This is an optimization exercise on Yosys and OpenROAD, whose aim is small area and a short achievable clock period, not a production implementation. Function was checked by simulation only, so behaviour that the tests miss may differ from the original.

==> flow/design.v <==
`timescale 1ns / 1ps
module mod (
    input logic clk,
    input logic reset,
    input logic [15:0] samp,
    output logic pull,
    output logic pdata
);
    localparam logic [39:0] TH = 40'h00014CCCCC;
    logic [7:0]  cnt;
    logic [15:0] sv;
    logic [39:2] xb;
    logic [39:8] pb;
    logic [0:0] q;
    logic [3:1] cx, cx_n;
    logic [3:1] cp, cp_n;
    logic        q_out;     
    logic        pull_r;    
    wire [13:0] d0_0 = xb[15:2];
    wire o0 = 1'b0;
    wire [9:0] d1_0 = xb[25:16];
    wire a1_1 = &xb[25:16];
    wire a2_1 = &xb[25:17];
    wire g1 = a1_1 & cx[1];
    wire p1 = (a1_1 & !cx[1]) | (a2_1 & !xb[16] & cx[1]);
    wire o1 = g1 | (p1 & o0);
    wire [6:0] d2_0 = xb[32:26];
    wire a1_2 = &xb[32:26];
    wire a2_2 = &xb[32:27];
    wire g2 = a1_2 & cx[2];
    wire p2 = (a1_2 & !cx[2]) | (a2_2 & !xb[26] & cx[2]);
    wire o2 = g2 | (p2 & o1);
    wire [6:0] d3_0 = xb[39:33];
    wire s393_0 = (xb[39:33] >= 7'd64);
    wire s393_1 = ((xb[39:33] >= 7'd63) && (xb[39:33] <= 7'd126));
    wire s393_2 = ((xb[39:33] >= 7'd62) && (xb[39:33] <= 7'd125));
    wire y39 = (o2 ? (cx[3] ? s393_2 : s393_1) : (cx[3] ? s393_1 : s393_0));
    wire yz1_0 = (xb[25:16] <= 10'd511);
    wire yz1_1 = (xb[25:16] <= 10'd510) || (xb[25:16] == 10'd1023);
    wire yz1_2 = (xb[25:16] <= 10'd509) || (xb[25:16] >= 10'd1022);
    wire yz2_0 = (xb[32:26] == 7'd0);
    wire yz2_1 = (xb[32:26] == 7'd127);
    wire yz2_2 = (xb[32:26] == 7'd126);
    wire yz3_0 = (xb[39:33] == 7'd0) || (xb[39:33] == 7'd64);
    wire yz3_1 = (xb[39:33] == 7'd63) || (xb[39:33] == 7'd127);
    wire yz3_2 = (xb[39:33] == 7'd62) || (xb[39:33] == 7'd126);
    wire yz = (o0 ? (cx[1] ? yz1_2 : yz1_1) : (cx[1] ? yz1_1 : yz1_0)) & (o1 ? (cx[2] ? yz2_2 : yz2_1) : (cx[2] ? yz2_1 : yz2_0)) & (o2 ? (cx[3] ? yz3_2 : yz3_1) : (cx[3] ? yz3_1 : yz3_0));
    wire ya1_0 = (xb[25:16] >= 10'd512);
    wire ya1_1 = ((xb[25:16] >= 10'd511) && (xb[25:16] <= 10'd1022));
    wire ya1_2 = ((xb[25:16] >= 10'd510) && (xb[25:16] <= 10'd1021));
    wire ya2_0 = (xb[32:26] == 7'd127);
    wire ya2_1 = (xb[32:26] == 7'd126);
    wire ya2_2 = (xb[32:26] == 7'd125);
    wire ya3_0 = (xb[39:33] == 7'd63) || (xb[39:33] == 7'd127);
    wire ya3_1 = (xb[39:33] == 7'd62) || (xb[39:33] == 7'd126);
    wire ya3_2 = (xb[39:33] == 7'd61) || (xb[39:33] == 7'd125);
    wire ya = (o0 ? (cx[1] ? ya1_2 : ya1_1) : (cx[1] ? ya1_1 : ya1_0)) & (o1 ? (cx[2] ? ya2_2 : ya2_1) : (cx[2] ? ya2_1 : ya2_0)) & (o2 ? (cx[3] ? ya3_2 : ya3_1) : (cx[3] ? ya3_1 : ya3_0));
    wire ge1a0_0 = (xb[15:2] >= 14'd13107);
    wire ge1s1_0 = ((xb[25:16] >= 10'd333) && (xb[25:16] <= 10'd511)) || (xb[25:16] >= 10'd845);
    wire ge1e1_0 = (xb[25:16] == 10'd332) || (xb[25:16] == 10'd844);
    wire ge1s1_1 = ((xb[25:16] >= 10'd332) && (xb[25:16] <= 10'd510)) || ((xb[25:16] >= 10'd844) && (xb[25:16] <= 10'd1022));
    wire ge1e1_1 = (xb[25:16] == 10'd331) || (xb[25:16] == 10'd843);
    wire ge1s1_2 = ((xb[25:16] >= 10'd331) && (xb[25:16] <= 10'd509)) || ((xb[25:16] >= 10'd843) && (xb[25:16] <= 10'd1021));
    wire ge1e1_2 = (xb[25:16] == 10'd330) || (xb[25:16] == 10'd842);
    wire ge1 = ((o0 ? (cx[1] ? ge1s1_2 : ge1s1_1) : (cx[1] ? ge1s1_1 : ge1s1_0)) | ((o0 ? (cx[1] ? ge1e1_2 : ge1e1_1) : (cx[1] ? ge1e1_1 : ge1e1_0)) & ge1a0_0));
    wire le2a0_0 = (xb[15:2] <= 14'd3276);
    wire le2s1_0 = (xb[25:16] <= 10'd178) || ((xb[25:16] >= 10'd512) && (xb[25:16] <= 10'd690));
    wire le2e1_0 = (xb[25:16] == 10'd179) || (xb[25:16] == 10'd691);
    wire le2s1_1 = (xb[25:16] <= 10'd177) || ((xb[25:16] >= 10'd511) && (xb[25:16] <= 10'd689)) || (xb[25:16] == 10'd1023);
    wire le2e1_1 = (xb[25:16] == 10'd178) || (xb[25:16] == 10'd690);
    wire le2s1_2 = (xb[25:16] <= 10'd176) || ((xb[25:16] >= 10'd510) && (xb[25:16] <= 10'd688)) || (xb[25:16] >= 10'd1022);
    wire le2e1_2 = (xb[25:16] == 10'd177) || (xb[25:16] == 10'd689);
    wire le2 = ((o0 ? (cx[1] ? le2s1_2 : le2s1_1) : (cx[1] ? le2s1_1 : le2s1_0)) | ((o0 ? (cx[1] ? le2e1_2 : le2e1_1) : (cx[1] ? le2e1_1 : le2e1_0)) & le2a0_0));
    wire c0 = !y39 & (!yz | ge1);
    wire c1 = !y39 & (!ya | le2);
    wire s1 = xb[10] ^ pb[10] ^ q[0];
    wire c2 = (xb[10] & pb[10]) | (xb[10] & q[0]) | (pb[10] & q[0]);
    wire s3 = xb[11] ^ pb[11] ^ q[0];
    wire c4 = (xb[11] & pb[11]) | (xb[11] & q[0]) | (pb[11] & q[0]);
    wire s5 = xb[12] ^ pb[12];
    wire c6 = xb[12] & pb[12];
    wire s7 = xb[13] ^ pb[13] ^ cp[1];
    wire c8 = (xb[13] & pb[13]) | (xb[13] & cp[1]) | (pb[13] & cp[1]);
    wire s9 = xb[14] ^ pb[14] ^ q[0];
    wire c10 = (xb[14] & pb[14]) | (xb[14] & q[0]) | (pb[14] & q[0]);
    wire s11 = xb[15] ^ pb[15] ^ q[0];
    wire c12 = (xb[15] & pb[15]) | (xb[15] & q[0]) | (pb[15] & q[0]);
    wire s13 = xb[16] ^ pb[16];
    wire c14 = xb[16] & pb[16];
    wire s15 = xb[17] ^ pb[17] ^ cp[2];
    wire c16 = (xb[17] & pb[17]) | (xb[17] & cp[2]) | (pb[17] & cp[2]);
    wire s17 = xb[18] ^ pb[18] ^ q[0];
    wire c18 = (xb[18] & pb[18]) | (xb[18] & q[0]) | (pb[18] & q[0]);
    wire s19 = xb[19] ^ pb[19] ^ q[0];
    wire c20 = (xb[19] & pb[19]) | (xb[19] & q[0]) | (pb[19] & q[0]);
    wire s21 = xb[20] ^ pb[20];
    wire c22 = xb[20] & pb[20];
    wire s23 = xb[21] ^ pb[21];
    wire c24 = xb[21] & pb[21];
    wire s25 = xb[22] ^ pb[22] ^ q[0];
    wire c26 = (xb[22] & pb[22]) | (xb[22] & q[0]) | (pb[22] & q[0]);
    wire s27 = xb[23] ^ pb[23];
    wire c28 = xb[23] & pb[23];
    wire s29 = xb[24] ^ pb[24] ^ cp[3];
    wire c30 = (xb[24] & pb[24]) | (xb[24] & cp[3]) | (pb[24] & cp[3]);
    wire s31 = xb[25] ^ pb[25] ^ q[0];
    wire c32 = (xb[25] & pb[25]) | (xb[25] & q[0]) | (pb[25] & q[0]);
    wire s33 = xb[26] ^ pb[26];
    wire c34 = xb[26] & pb[26];
    wire s35 = xb[27] ^ pb[27];
    wire c36 = xb[27] & pb[27];
    wire s37 = xb[28] ^ pb[28];
    wire c38 = xb[28] & pb[28];
    wire s39 = xb[29] ^ pb[29];
    wire c40 = xb[29] & pb[29];
    wire s41 = xb[30] ^ pb[30];
    wire c42 = xb[30] & pb[30];
    wire s43 = xb[31] ^ pb[31];
    wire c44 = xb[31] & pb[31];
    wire s45 = xb[32] ^ pb[32];
    wire c46 = xb[32] & pb[32];
    wire s47 = xb[33] ^ pb[33];
    wire c48 = xb[33] & pb[33];
    wire s49 = xb[34] ^ pb[34];
    wire c50 = xb[34] & pb[34];
    wire s51 = xb[35] ^ pb[35];
    wire c52 = xb[35] & pb[35];
    wire s53 = xb[36] ^ pb[36];
    wire c54 = xb[36] & pb[36];
    wire s55 = xb[37] ^ pb[37];
    wire c56 = xb[37] & pb[37];
    wire s57 = xb[38] ^ pb[38];
    wire c58 = xb[38] & pb[38];
    wire s59 = xb[39] ^ pb[39];
    wire c60 = xb[39] & pb[39];
    wire [14:0] xs61 = {1'b0, s11, s9, s7, s5, s3, s1, xb[9], xb[8], xb[7], xb[6], xb[5], xb[4], xb[3], xb[2]} + {1'b0, c10, c8, c6, c4, c2, 1'b0, pb[9], pb[8], q[0], q[0], 1'b0, 1'b0, q[0], q[0]} + 15'(1'b0);
    assign cx_n[1] = xs61[14];
    wire [10:0] xs62 = {1'b0, s31, s29, s27, s25, s23, s21, s19, s17, s15, s13} + {1'b0, c30, c28, c26, c24, c22, c20, c18, c16, c14, c12} + 11'(cx[1]);
    assign cx_n[2] = xs62[10];
    wire s63 = s33 ^ c32 ^ cx[2];
    wire c64 = (s33 & c32) | (s33 & cx[2]) | (c32 & cx[2]);
    wire s65 = s35 ^ c34 ^ c64;
    wire c66 = (s35 & c34) | (s35 & c64) | (c34 & c64);
    wire s67 = s37 ^ c36 ^ c66;
    wire c68 = (s37 & c36) | (s37 & c66) | (c36 & c66);
    wire s69 = s39 ^ c38 ^ c68;
    wire c70 = (s39 & c38) | (s39 & c68) | (c38 & c68);
    wire s71 = s41 ^ c40 ^ c70;
    wire c72 = (s41 & c40) | (s41 & c70) | (c40 & c70);
    wire s73 = s43 ^ c42 ^ c72;
    wire c74 = (s43 & c42) | (s43 & c72) | (c42 & c72);
    wire s75 = s45 ^ c44 ^ c74;
    wire c76 = (s45 & c44) | (s45 & c74) | (c44 & c74);
    assign cx_n[3] = c76;
    wire s77 = s47 ^ c46 ^ cx[3];
    wire c78 = (s47 & c46) | (s47 & cx[3]) | (c46 & cx[3]);
    wire s79 = s49 ^ c48 ^ c78;
    wire c80 = (s49 & c48) | (s49 & c78) | (c48 & c78);
    wire s81 = s51 ^ c50 ^ c80;
    wire c82 = (s51 & c50) | (s51 & c80) | (c50 & c80);
    wire s83 = s53 ^ c52 ^ c82;
    wire c84 = (s53 & c52) | (s53 & c82) | (c52 & c82);
    wire s85 = s55 ^ c54 ^ c84;
    wire c86 = (s55 & c54) | (s55 & c84) | (c54 & c84);
    wire s87 = s57 ^ c56 ^ c86;
    wire c88 = (s57 & c56) | (s57 & c86) | (c56 & c86);
    wire s89 = s59 ^ c58 ^ c88;
    wire c90 = (s59 & c58) | (s59 & c88) | (c58 & c88);
    wire [5:0] ps91 = {1'b0, pb[12], pb[11], pb[10], pb[9], pb[8]} + {1'b0, ~sv[4], ~sv[3], ~sv[2], ~sv[1], ~sv[0]} + 6'(1'b1);
    assign cp_n[1] = ps91[5];
    wire [4:0] ps92 = {1'b0, pb[16], pb[15], pb[14], pb[13]} + {1'b0, ~sv[8], ~sv[7], ~sv[6], ~sv[5]} + 5'(cp[1]);
    assign cp_n[2] = ps92[4];
    wire [7:0] ps93 = {1'b0, pb[23], pb[22], pb[21], pb[20], pb[19], pb[18], pb[17]} + {1'b0, ~sv[15], ~sv[14], ~sv[13], ~sv[12], ~sv[11], ~sv[10], ~sv[9]} + 8'(cp[2]);
    assign cp_n[3] = ps93[7];
    wire inc94 = cp[3] & !(~q[0]);
    wire dec95 = (~q[0]) & !cp[3];
    wire t96 = inc94 | dec95;
    wire s97 = pb[24] ^ t96;
    wire t98 = (inc94 & pb[24]) | (dec95 & !(pb[24]));
    wire s99 = pb[25] ^ t98;
    wire t100 = (inc94 & pb[24] & pb[25]) | (dec95 & !(pb[24] | pb[25]));
    wire s101 = pb[26] ^ t100;
    wire t102 = (inc94 & pb[24] & pb[25] & pb[26]) | (dec95 & !(pb[24] | pb[25] | pb[26]));
    wire s103 = pb[27] ^ t102;
    wire t104 = (inc94 & pb[24] & pb[25] & pb[26] & pb[27]) | (dec95 & !(pb[24] | pb[25] | pb[26] | pb[27]));
    wire s105 = pb[28] ^ t104;
    wire t106 = (inc94 & pb[24] & pb[25] & pb[26] & pb[27] & pb[28]) | (dec95 & !(pb[24] | pb[25] | pb[26] | pb[27] | pb[28]));
    wire s107 = pb[29] ^ t106;
    wire t108 = (inc94 & pb[24] & pb[25] & pb[26] & pb[27] & pb[28] & pb[29]) | (dec95 & !(pb[24] | pb[25] | pb[26] | pb[27] | pb[28] | pb[29]));
    wire s109 = pb[30] ^ t108;
    wire t110 = (inc94 & pb[24] & pb[25] & pb[26] & pb[27] & pb[28] & pb[29] & pb[30]) | (dec95 & !(pb[24] | pb[25] | pb[26] | pb[27] | pb[28] | pb[29] | pb[30]));
    wire s111 = pb[31] ^ t110;
    wire t112 = (inc94 & pb[24] & pb[25] & pb[26] & pb[27] & pb[28] & pb[29] & pb[30] & pb[31]) | (dec95 & !(pb[24] | pb[25] | pb[26] | pb[27] | pb[28] | pb[29] | pb[30] | pb[31]));
    wire s113 = pb[32] ^ t112;
    wire t114 = (inc94 & pb[24] & pb[25] & pb[26] & pb[27] & pb[28] & pb[29] & pb[30] & pb[31] & pb[32]) | (dec95 & !(pb[24] | pb[25] | pb[26] | pb[27] | pb[28] | pb[29] | pb[30] | pb[31] | pb[32]));
    wire s115 = pb[33] ^ t114;
    wire t116 = (inc94 & pb[24] & pb[25] & pb[26] & pb[27] & pb[28] & pb[29] & pb[30] & pb[31] & pb[32] & pb[33]) | (dec95 & !(pb[24] | pb[25] | pb[26] | pb[27] | pb[28] | pb[29] | pb[30] | pb[31] | pb[32] | pb[33]));
    wire s117 = pb[34] ^ t116;
    wire t118 = (inc94 & pb[24] & pb[25] & pb[26] & pb[27] & pb[28] & pb[29] & pb[30] & pb[31] & pb[32] & pb[33] & pb[34]) | (dec95 & !(pb[24] | pb[25] | pb[26] | pb[27] | pb[28] | pb[29] | pb[30] | pb[31] | pb[32] | pb[33] | pb[34]));
    wire s119 = pb[35] ^ t118;
    wire t120 = (inc94 & pb[24] & pb[25] & pb[26] & pb[27] & pb[28] & pb[29] & pb[30] & pb[31] & pb[32] & pb[33] & pb[34] & pb[35]) | (dec95 & !(pb[24] | pb[25] | pb[26] | pb[27] | pb[28] | pb[29] | pb[30] | pb[31] | pb[32] | pb[33] | pb[34] | pb[35]));
    wire s121 = pb[36] ^ t120;
    wire t122 = (inc94 & pb[24] & pb[25] & pb[26] & pb[27] & pb[28] & pb[29] & pb[30] & pb[31] & pb[32] & pb[33] & pb[34] & pb[35] & pb[36]) | (dec95 & !(pb[24] | pb[25] | pb[26] | pb[27] | pb[28] | pb[29] | pb[30] | pb[31] | pb[32] | pb[33] | pb[34] | pb[35] | pb[36]));
    wire s123 = pb[37] ^ t122;
    wire t124 = (inc94 & pb[24] & pb[25] & pb[26] & pb[27] & pb[28] & pb[29] & pb[30] & pb[31] & pb[32] & pb[33] & pb[34] & pb[35] & pb[36] & pb[37]) | (dec95 & !(pb[24] | pb[25] | pb[26] | pb[27] | pb[28] | pb[29] | pb[30] | pb[31] | pb[32] | pb[33] | pb[34] | pb[35] | pb[36] | pb[37]));
    wire s125 = pb[38] ^ t124;
    wire t126 = (inc94 & pb[24] & pb[25] & pb[26] & pb[27] & pb[28] & pb[29] & pb[30] & pb[31] & pb[32] & pb[33] & pb[34] & pb[35] & pb[36] & pb[37] & pb[38]) | (dec95 & !(pb[24] | pb[25] | pb[26] | pb[27] | pb[28] | pb[29] | pb[30] | pb[31] | pb[32] | pb[33] | pb[34] | pb[35] | pb[36] | pb[37] | pb[38]));
    wire s127 = pb[39] ^ t126;
    wire [39:2] xb_n = {s89, s87, s85, s83, s81, s79, s77, s75, s73, s71, s69, s67, s65, s63, xs62[9], xs62[8], xs62[7], xs62[6], xs62[5], xs62[4], xs62[3], xs62[2], xs62[1], xs62[0], xs61[13], xs61[12], xs61[11], xs61[10], xs61[9], xs61[8], xs61[7], xs61[6], xs61[5], xs61[4], xs61[3], xs61[2], xs61[1], xs61[0]};
    wire [39:8] pb_n = {s127, s125, s123, s121, s119, s117, s115, s113, s111, s109, s107, s105, s103, s101, s99, s97, ps93[6], ps93[5], ps93[4], ps93[3], ps93[2], ps93[1], ps93[0], ps92[3], ps92[2], ps92[1], ps92[0], ps91[4], ps91[3], ps91[2], ps91[1], ps91[0]};
    always_ff @(posedge clk or posedge reset) begin
        if (reset) begin
            cnt <= 8'hFF;
            pull_r <= 1'b1;
            sv  <= '0;
            xb  <= 38'h2000533332;
            pb  <= '0;
            q   <= '0;
            q_out <= 1'b0;
            cx  <= '0;
            cp  <= '0;
        end else begin
            cnt <= cnt + 8'd1;
            pull_r <= (cnt == 8'hFE);
            if (cnt == 8'hFF) sv <= samp;
            xb  <= xb_n;
            pb  <= pb_n;
            cx  <= cx_n;
            cp  <= cp_n;
            q[0] <= q[0] ? c1 : c0;
            q_out <= q_out ? c1 : c0;
        end
    end
    assign pull  = pull_r;
    assign pdata = q_out;
endmodule
==> flow/flow/run.sh <==
#!/bin/bash
# The standard layout (the standard.sh), but without Yosys's full-adder
# extraction (ADDER_MAP_FILE empty): ABC then maps the adders itself, into
# faster gates than the fixed sky130 fa/ha cells. Registers are unchanged.
# The port buffers are the smallest buffer cell (buffer_ports -buffer_cell).
set -euo pipefail
bash standard.sh ADDER_MAP_FILE= 'BUFFER_PORTS_ARGS=-buffer_cell sky130_fd_sc_hd__buf_1'  finish > standard_flow.log 2>&1
==> flow/standard.sh <==
#!/bin/bash
# synth_recipe.tcl (not shown) runs the flow's synth.tcl, then flattens the netlist and writes it again
# the make line also repeats each setting of config.mk as NAME=value (left out here)
make -C /OpenROAD-flow-scripts/flow DESIGN_CONFIG=/design/flow/config.mk WORK_HOME=/design/flow/orfs CLKGATE_MAP_FILE= SYNTH_SCRIPT=/design/flow/synth_recipe.tcl "${@:-finish}"
==> flow/config.mk <==
export PLATFORM = sky130hd
export DESIGN_NAME = mod
export DESIGN_NICKNAME = mod
export VERILOG_FILES = /design/flow/design.v
export SDC_FILE = /design/flow/constraint.sdc
export NUM_CORES = 4
export LEC_CHECK = 0
export ABC_AREA = 1
export CAP_MARGIN = 20
export CORE_MARGIN = 2
export CORE_UTILIZATION = 40
export SETUP_SLACK_MARGIN = 3.0
export SLEW_MARGIN = 20
==> flow/constraint.sdc <==
create_clock -name core_clock -period 5.2 [get_ports {clk}]
set_input_delay 1.0400 -clock core_clock [delete_from_list [all_inputs] [get_ports {clk}]]
set_output_delay 1.0400 -clock core_clock [all_outputs]
set_load 0.01 [all_outputs]
==> flow_summary_export.csv, run 1 <==
group,metric,value,unit
status,status,"complete, no violations",
floorplanning,ios,20,
grt,gr-max-usage-layer,"met2",
detailed_routing,first_pass_iters,4,
timing,tns,0,ns
setup_path,rr_endpoint,"pb[38]",
timing,holdWs,0.487,ns
job,maxCapViolCount,0,
setup_path,worst-r2r-setup-slack,3.17,ns
final_layout,nets,925,
clocking,cts_tree,"done",
synth,synth_area_leaders,"dfrtp_1 (32%), nand2_1 (15%), dfstp_2 (8.5%)",
synth,yosysMostFrequentCell,"nand2_1",
floorplanning,initial_core_util,0.410,
clocking,cts.hold.buffers_added,0,
final_layout,area_delta_synth_final,10.0,%
synth,syn_area,0.00651,mm2
grt,antenna_found_initial,0,
detailed_routing,drc,0,
setup_path,slowest_delay,0.52,ns
grt,grt_pass1_vias,4887,
synth,synth.avg_cell_area,7.43,um2
hold_path,whs_path_depth,2,
synth,ys_async_sr_fraction,1.00,
timing,max_freq,486,MHz
setup_path,end_kind,"primary output",
floorplanning,std_cell_rows,46,
synth,synth.yosys.seq_area_share,0.400,
setup_path,path_buf_inv,1,
setup_path,timing.rr.start,"q",
placed_design,gp_congestion,0.830,
synth,synth-seq-cells,103,
synth,yosysTopAreaCellShare,0.315,
synth,synth-edff-count,0,
final_layout,drive_above_1_share,0.106,
clocking,cts_buffer_depth,2,
grt,grt_first_pass_wirelength,21.4,mm
detailed_routing,viasPerCell,4.63,
grt,grt_start_max_net_pins,57,
floorplanning,die_w,132,um
setup_path,worstPathRequired,4.16,ns
synth,yosysTopAreaCell,"dfrtp_1",
synth,synthCells,877,
grt,met3_usage,0.0316,
floorplanning,die_h,132,um
placed_design,placed_area,0.00683,mm2
timing,final_hold_viol_count,0,
final_layout,final_area,0.00717,mm2
hold_path,min_to,"pull_r",
timing,setup_viol,0,
synth,yosysUniqueCellTypes,46,
timing,period_share,0.395,
setup_path,cp_top_family,"flip-flops",
grt,grt_util_met2,0.248,
timing,drv_slew,0,
setup_path,cp-startpoint,"pull_r",
setup_path,crit_chain,"buf_1",
timing,min_period,2.06,ns
clocking,cts_buffers,9,
synth,yosysWarnings,1,
hold_path,hold_start,"cnt[3]",
setup_path,crit_path_max_fanout,1,
setup_path,cp.arrival,1.02,ns
grt,grt_usage,0.148,
clocking,path_clk_slew,0.08,ns
timing,fin_skew,0.00669,ns
final_layout,diodes,0,
placed_design,numPortBuffers,19,
placed_design,place_hpwl,9.10,mm
setup_path,rr_worst_depth,12,
timing,rsz0062_at_grt,"false",
setup_path,startpoint_type,"register",
grt,gr-usage-met1,0.195,
setup_path,cpMaxStageDelayCell,"dfstp_2",
setup_path,critical_path_class,"reg -> out",
synth,ys.flop_type,"dfrtp_1",
detailed_routing,drt_wl_total,12.0,mm
clocking,cts_sinks,103,
clocking,clockRootBuffer,"clkbuf_16",
hold_path,holdCritPathClass,"reg -> reg",
clocking,worstSkewPairLatency,0.35,ns
synth,yosys-top-cells-count,"nand2_1 (267), nor2_1 (101), inv_1 (96)",
detailed_routing,vias,5217,
detailed_routing,wl_per_cell,10.6,um
synth,syn-num-nets,895,
clocking,cts_max_level,3,
detailed_routing,ant_nets,0,
grt,grt_overflow,0,
floorplanning,design.die.area,0.0173,mm2
floorplanning,core,0.0159,mm2
timing,tightest_slew,0.715,ns
final_layout,final_util,0.451,
detailed_routing,drt_iter0_markers,170,
timing,relSlewSlack,0.523,
## worst max path at each step
stage | slack (ns) | cells after the start | endpoint
detailed placement | 2.64 | 13 | xb[24]
global route | 3.01 | 12 | pb[39]
floorplan | 2.95 | 1 | cp[1]
CTS | 3.07 | 7 | sv[15]
global placement | 2.65 | 15 | xb[32]
finish | 3.14 | 1 | pull
## metal layers
layer	share of wire	wire length, um
met1	0.50	6020
met4	0.0083	99
met2	0.47	5570
met3	0.023	281
met5	0	0
## cells in the final DEF, fill, tap and decap left out, types with 6 or more instances in the layout
| master | netlist | final |
|---|---|---|
| o21ai_0 | 37 | 37 |
| buf_1 | 0 | 19 |
| clkbuf_16 | 0 | 9 |
| mux2_1 | 12 | 12 |
| nand3_1 | 38 | 38 |
| dfstp_2 | 21 | 21 |
| xnor2_1 | 23 | 23 |
| xor2_1 | 57 | 57 |
| nand4_1 | 10 | 10 |
| a21oi_1 | 29 | 29 |
| inv_1 | 96 | 94 |
| dfrtp_1 | 82 | 81 |
| inv_2 | 9 | 10 |
| nand2_2 | 10 | 10 |
| o21ai_1 | 6 | 6 |
| nand2_1 | 267 | 266 |
| nor2_1 | 101 | 101 |
| or2_2 | 8 | 8 |
| nor3_1 | 10 | 10 |
## per-stage QoR
step,instances,worst slack [ns]
global placement,1108,2.65
global route,1128,3.01
detailed placement,1108,2.64
CTS,1124,3.07
floorplan,877,2.95
finish,1128,3.14
## cells by family (layout without fill, tap and decap cells)
kind of cell / Yosys count / after routing / synth area share
buf+inv: 112 / 147 / 0.0684
mux: 12 / 12 / 0.0207
compound gates: 93 / 93 / 0.0807
flops: 103 / 103 / 0.400
xor+xnor: 81 / 81 / 0.110
simple gates: 476 / 476 / 0.320
## what timing repair did
item / 4_1_cts / 5_1_grt
resized for setup: 3 / 3
buffers inserted: 0 / 4
setup endpoints to repair: 42 / 25
## worst register-to-register path, cell delays in order (launching register included)
cell	delay [ns]
dfrtp_4	0.51
buf_6	0.17
nor2_4	0.17
inv_2	0.09
nor2_1	0.12
nand4_2	0.13
nor2_2	0.16
nand3_2	0.11
nor2_2	0.13
nand2_1	0.06
nand2_1	0.05
nand2_1	0.04
o21a_1	0.17
## sequential cells by signal, indices dropped and copies added, names as in the netlist
register / count
sv: 16
q_out: 1
pull_r: 1
cnt: 8
pb: 32
cp: 3
cx: 3
q: 1
xb: 38
## cell type report
class / instances / area [um2]
multi-input cells: 662 / 3480
clock buffers: 10 / 229
fillers: 1627 / 8720
repair buffers: 25 / 120
well taps: 216 / 270
flip-flops and latches: 103 / 2610
clock inverters: 6 / 57.6
inverters: 106 / 402
==> inputs of run 2 (changes only) <==
--- a/flow/config.mk
+++ b/flow/config.mk
@@ -11,2 +11,4 @@
 export CORE_UTILIZATION = 40
+export CTS_CLUSTER_DIAMETER = 60
+export CTS_CLUSTER_SIZE = 40
 export SETUP_SLACK_MARGIN = 3.0
==> flow_summary_export.csv, run 2 <==
group,metric,value,unit
synth,syn_area,0.00651,mm2
floorplanning,std_cell_rows,46,
timing,period_share,0.395,
timing,tightest_slew,0.715,ns
detailed_routing,drt_wl_total,12.0,mm
clocking,cts.hold.buffers_added,0,
detailed_routing,viasPerCell,4.63,
timing,setup_viol,0,
placed_design,place_inst,1108,
final_layout,most-common-layout-cells,"nand2_1 (266), nor2_1 (101), inv_1 (94)",
floorplanning,initial_core_util,0.410,
timing,max_freq,486,MHz
final_layout,final_common_cell,"nand2_1",
synth,yosysMostFrequentCell,"nand2_1",
placed_design,place_hpwl,9.10,mm
detailed_routing,ant_nets,0,
setup_path,critical_path_class,"reg -> out",
clocking,cts_buffer_depth,2,
grt,grt_pass1_vias,4887,
timing,rsz0062_at_grt,"false",
final_layout,area_delta_synth_final,10.0,%
job,maxCapViolCount,0,
hold_path,hold_start,"cnt[3]",
synth,yosysUniqueCellTypes,46,
setup_path,slowest_delay,0.52,ns
floorplanning,design.die.area,0.0173,mm2
timing,drv_slew,0,
final_layout,stdcell_count,1128,
synth,synth.yosys.seq_area_share,0.400,
setup_path,timing.rr.start,"q",
synth,synth_area_leaders,"dfrtp_1 (32%), nand2_1 (15%), dfstp_2 (8.5%)",
status,status,"complete, no violations",
grt,grt_first_pass_wirelength,21.4,mm
clocking,clockRootBuffer,"clkbuf_16",
setup_path,cp_top_family,"flip-flops",
timing,holdWs,0.487,ns
synth,synth-seq-cells,103,
synth,yosys-top-cells-count,"nand2_1 (267), nor2_1 (101), inv_1 (96)",
setup_path,cpMaxStageDelayCell,"dfstp_2",
synth,synth.avg_cell_area,7.43,um2
synth,yosysTopAreaCell,"dfrtp_1",
setup_path,worstPathRequired,4.16,ns
timing,final_hold_viol_count,0,
placed_design,placed_area,0.00683,mm2
setup_path,end_kind,"primary output",
detailed_routing,first_pass_iters,4,
clocking,cts_buffers,9,
placed_design,gp_congestion,0.830,
final_layout,reg.largest.list,"xb (38), pb (32), sv (16)",
detailed_routing,vias,5217,
synth,yosysWarnings,1,
clocking,worstSkewPairLatency,0.35,ns
timing,min_period,2.06,ns
synth,synthCells,877,
setup_path,cp-startpoint,"pull_r",
clocking,cts_max_level,3,
setup_path,path_buf_inv,1,
grt,grt_overflow,0,
placed_design,numPortBuffers,19,
timing,fin_skew,0.00669,ns
detailed_routing,wl_per_cell,10.6,um
final_layout,drive_above_1_share,0.106,
final_layout,diodes,0,
timing,tns,0,ns
grt,grt_usage,0.148,
clocking,cts_sinks,103,
hold_path,holdCritPathClass,"reg -> reg",
floorplanning,core,0.0159,mm2
final_layout,final_area,0.00717,mm2
synth,yosysTopAreaCellShare,0.315,
final_layout,nets,925,
detailed_routing,drt_iter0_markers,170,
final_layout,largest_register_ff_count,38,
floorplanning,die_w,132,um
synth,synth-edff-count,0,
floorplanning,die_h,132,um
detailed_routing,drc,0,
grt,grt_start_max_net_pins,57,
final_layout,regMostFlops,"xb",
final_layout,n_fill_cell,1627,
setup_path,cp.arrival,1.02,ns
timing,relSlewSlack,0.523,
setup_path,crit_path_max_fanout,1,
clocking,path_clk_slew,0.08,ns
synth,ys.flop_type,"dfrtp_1",
setup_path,crit_chain,"buf_1",
grt,antenna_found_initial,0,
setup_path,startpoint_type,"register",
synth,syn-num-nets,895,
floorplanning,ios,20,
synth,ys_async_sr_fraction,1.00,
clocking,cts_tree,"done",
-- run 2: layer usage --
| layer | vias to the layer above | share of wire | GRT usage |
|---|---|---|---|
| met5 | - | 0 | 0 |
| met4 | 0 | 0.0083 | 0.0362 |
| met3 | 9 | 0.023 | 0.0316 |
| met2 | 32 | 0.47 | 0.248 |
| met1 | 2350 | 0.50 | 0.195 |
| li1 | 2826 | - | - |
-- run 2: worst paths after layout --
check                      slack [ns]  depth (start not counted)      to
max reg2reg                      3.17                         12  pb[38]
min in group asynchronous        0.86                          3  xb[36]
max in group asynchronous        3.75                          3       q
min                              0.49                          2  pull_r
min reg2reg                      0.49                          2  pull_r
max                              3.14                          1    pull
-- run 2: logic make-up (layout without fill, tap and decap cells) --
group / Yosys count / after routing / share of synthesized area
xor+xnor: 81 / 81 / 0.110
compound gates: 93 / 93 / 0.0807
simple gates: 476 / 476 / 0.320
buf+inv: 112 / 147 / 0.0684
mux: 12 / 12 / 0.0207
flops: 103 / 103 / 0.400
-- run 2: cell type report --
cell class,count,area [um2],share of cell area
inverter,106,402,0.0561
sequential,103,2610,0.364
tap,216,270,0.0377
clock buffer,10,229,0.0320
clock inverter,6,57.6,0.00803
multi-input combinational,662,3480,0.486
timing repair buffer,25,120,0.0168
-- run 2: repair_timing --
| action | in CTS | in global routing |
|---|---|---|
| gates cloned | 0 | 0 |
| gates resized for setup | 3 | 3 |
| setup endpoints to repair | 42 | 25 |
| buffers inserted | 0 | 4 |
-- run 2: stage by stage --
step	worst slack (ns)	utilization
finish	3.14	0.451
global route	3.01	0.451
CTS	3.07	0.448
detailed placement	2.64	0.430
global placement	2.65	0.430
floorplan	2.95	-
-- run 2: worst min-delay path: cells and delay by family (launching register included) --
kind             cells  cell delay, ns
flip-flops           1            0.39
AND/OR/NAND/NOR      2            0.10
==> inputs of run 3 (changes only) <==
--- a/flow/config.mk
+++ b/flow/config.mk
@@ -11,4 +11,4 @@
 export CORE_UTILIZATION = 40
-export CTS_CLUSTER_DIAMETER = 60
-export CTS_CLUSTER_SIZE = 40
+export CTS_CLUSTER_DIAMETER = 100
+export CTS_CLUSTER_SIZE = 30
 export SETUP_SLACK_MARGIN = 3.0
==> flow_summary_export.csv, run 3 <==
group,metric,value,unit
detailed_routing,ant_nets,0,
placed_design,gp_congestion,0.830,
clocking,cts_buffers,9,
synth,yosys-top-cells-count,"nand2_1 (267), nor2_1 (101), inv_1 (96)",
grt,grt_start_max_net_pins,57,
setup_path,path_buf_inv,1,
synth,syn_area,0.00651,mm2
status,status,"complete, no violations",
synth,yosysTopAreaCell,"dfrtp_1",
placed_design,place_hpwl,9.10,mm
setup_path,worstPathRequired,4.16,ns
final_layout,regMostFlops,"xb",
detailed_routing,drc,0,
synth,syn-num-nets,895,
timing,setup_viol,0,
final_layout,nets,925,
setup_path,end_kind,"primary output",
floorplanning,ios,20,
clocking,worstSkewPairLatency,0.35,ns
grt,grt_overflow,0,
floorplanning,die_w,132,um
timing,final_hold_viol_count,0,
clocking,path_clk_slew,0.08,ns
setup_path,startpoint_type,"register",
clocking,cts_max_level,3,
synth,synth-seq-cells,103,
timing,min_period,2.06,ns
setup_path,timing.rr.start,"q",
final_layout,drive_above_1_share,0.106,
detailed_routing,wl_per_cell,10.6,um
clocking,cts_sinks,103,
synth,yosysTopAreaCellShare,0.315,
floorplanning,initial_core_util,0.410,
final_layout,largest_register_ff_count,38,
setup_path,critical_path_class,"reg -> out",
final_layout,n_fill_cell,1627,
synth,synth.avg_cell_area,7.43,um2
grt,grt_pass1_vias,4887,
final_layout,final_common_cell,"nand2_1",
timing,rsz0062_at_grt,"false",
final_layout,reg.largest.list,"xb (38), pb (32), sv (16)",
synth,yosysUniqueCellTypes,46,
setup_path,slowest_delay,0.52,ns
clocking,cts_tree,"done",
detailed_routing,drt_iter0_markers,170,
timing,fin_skew,0.00669,ns
clocking,cts.hold.buffers_added,0,
grt,antenna_found_initial,0,
placed_design,numPortBuffers,19,
detailed_routing,drt_wl_total,12.0,mm
setup_path,cpMaxStageDelayCell,"dfstp_2",
setup_path,crit_chain,"buf_1",
synth,yosysMostFrequentCell,"nand2_1",
setup_path,cp-endpoint,"pull",
floorplanning,core,0.0159,mm2
timing,period_share,0.395,
synth,ys_async_sr_fraction,1.00,
setup_path,rr_endpoint,"pb[38]",
synth,ys.flop_type,"dfrtp_1",
synth,synthCells,877,
setup_path,rr_worst_depth,12,
setup_path,cp_num_cells,1,
job,maxCapViolCount,0,
synth,synth_area_leaders,"dfrtp_1 (32%), nand2_1 (15%), dfstp_2 (8.5%)",
timing,max_freq,486,MHz
setup_path,crit_path_max_fanout,1,
final_layout,area_delta_synth_final,10.0,%
detailed_routing,first_pass_iters,4,
setup_path,worst-r2r-setup-slack,3.17,ns
timing,drv_slew,0,
timing,relSlewSlack,0.523,
floorplanning,die_h,132,um
placed_design,placed_area,0.00683,mm2
synth,synth-edff-count,0,
final_layout,diodes,0,
setup_path,cp-startpoint,"pull_r",
final_layout,final_area,0.00717,mm2
floorplanning,design.die.area,0.0173,mm2
final_layout,most-common-layout-cells,"nand2_1 (266), nor2_1 (101), inv_1 (94)",
detailed_routing,vias,5217,
detailed_routing,viasPerCell,4.63,
setup_path,cp_top_family,"flip-flops",
setup_path,cp.arrival,1.02,ns
floorplanning,std_cell_rows,46,
synth,synth.yosys.seq_area_share,0.400,
grt,grt_first_pass_wirelength,21.4,mm
timing,tns,0,ns
synth,yosysWarnings,1,
clocking,clockRootBuffer,"clkbuf_16",
hold_path,holdCritPathClass,"reg -> reg",
clocking,cts_buffer_depth,2,
timing,tightest_slew,0.715,ns
grt,grt_usage,0.148,
run 3: cell counts in the layout (fill, tap and decap cells not counted):
Identical to the previous run, type by type.
run 3: worst register-to-register path: cells and delay by family, from the launching register on:
family	cells	cell delay [ns]
simple gates	9	0.97
flops	1	0.51
buf+inv	2	0.26
compound gates	1	0.17
run 3: metal layers:
metal	wire length [um]	GRT usage
met1	6020	0.195
met5	0	0
met3	281	0.0316
met2	5570	0.248
met4	99	0.0362
run 3: timing repair:
item / in CTS / in global routing
resized for setup: 3 / 3
setup endpoints to repair: 42 / 25
setup buffers: 0 / 4
run 3: through the flow:
step | instances | setup slack (ns) | util | hold WS [ns]
after global placement | 1108 | 2.65 | 0.430 | 0.473
after floorplan | 877 | 2.95 | - | 0.453
after CTS | 1124 | 3.07 | 0.448 | 0.493
after global routing | 1128 | 3.01 | 0.451 | 0.507
final | 1128 | 3.14 | 0.451 | 0.487
after detailed placement | 1108 | 2.64 | 0.430 | 0.475
run 3: kinds of logic (layout without fill, tap and decap cells):
kind of cell / count (synthesis) / in the layout / synth area share
muxes: 12 / 12 / 0.0207
and+or+nand+nor: 476 / 476 / 0.320
AOI/OAI and AO/OA: 93 / 93 / 0.0807
DFF: 103 / 103 / 0.400
xor gates and xnor gates: 81 / 81 / 0.110
buffers and inverters: 112 / 147 / 0.0684
run 3: how the worst min path moves through the flow:
| stage | start | to | slack [ns] | cells after the start |
|---|---|---|---|---|
| 3_5_place_dp | cnt[3] | pull_r | 0.48 | 2 |
| 4_1_cts | cnt[3] | pull_r | 0.49 | 2 |
| 2_1_floorplan | cnt[0] | cnt[0] | 0.45 | 1 |
| 5_1_grt | cnt[3] | pull_r | 0.51 | 2 |
| 3_3_place_gp | cnt[3] | pull_r | 0.47 | 2 |
| 6_report | cnt[3] | pull_r | 0.49 | 2 |
run 3: area by class of cell:
class | instances | area (um2) | area share
Inverter | 106 | 402 | 0.0561
Clock buffer | 10 | 229 | 0.0320
Tap cell | 216 | 270 | 0.0377
Multi-Input combinational cell | 662 | 3480 | 0.486
Sequential cell | 103 | 2610 | 0.364
Timing Repair Buffer | 25 | 120 | 0.0168
Clock inverter | 6 | 57.6 | 0.00803

[what the ideal ports hide]
How much do the figures lean on ideal ports? The routed layouts below were timed once more, with nothing changed but the port constraints. Step 1 (the two cells are an assumption about what drives the block):
set clk [get_ports {clk}]
set_driving_cell -lib_cell sky130_fd_sc_hd__clkbuf_16 $clk
set_driving_cell -lib_cell sky130_fd_sc_hd__buf_2 [delete_from_list [all_inputs] $clk]
Step 2 also shifts input and output timing later by t, the mid clock arrival at the registers, as if the neighbouring blocks saw the same clock. Three values: ideal, step 1, step 2; two values: the first two.
| run | t, ns | slack for setup (ns) | worst hold slack (ns) |
|---|---|---|---|
| run 1 | 0.391 | 3.144 / 3.101 / 3.171 | 0.487 / 0.487 / 0.487 |
| run 2 | 0.391 | 3.144 / 3.101 / 3.171 | 0.487 / 0.487 / 0.487 |
| run 3 | 0.391 | 3.144 / 3.101 / 3.171 | 0.487 / 0.487 / 0.487 |
After both steps every run listed still meets setup and hold.
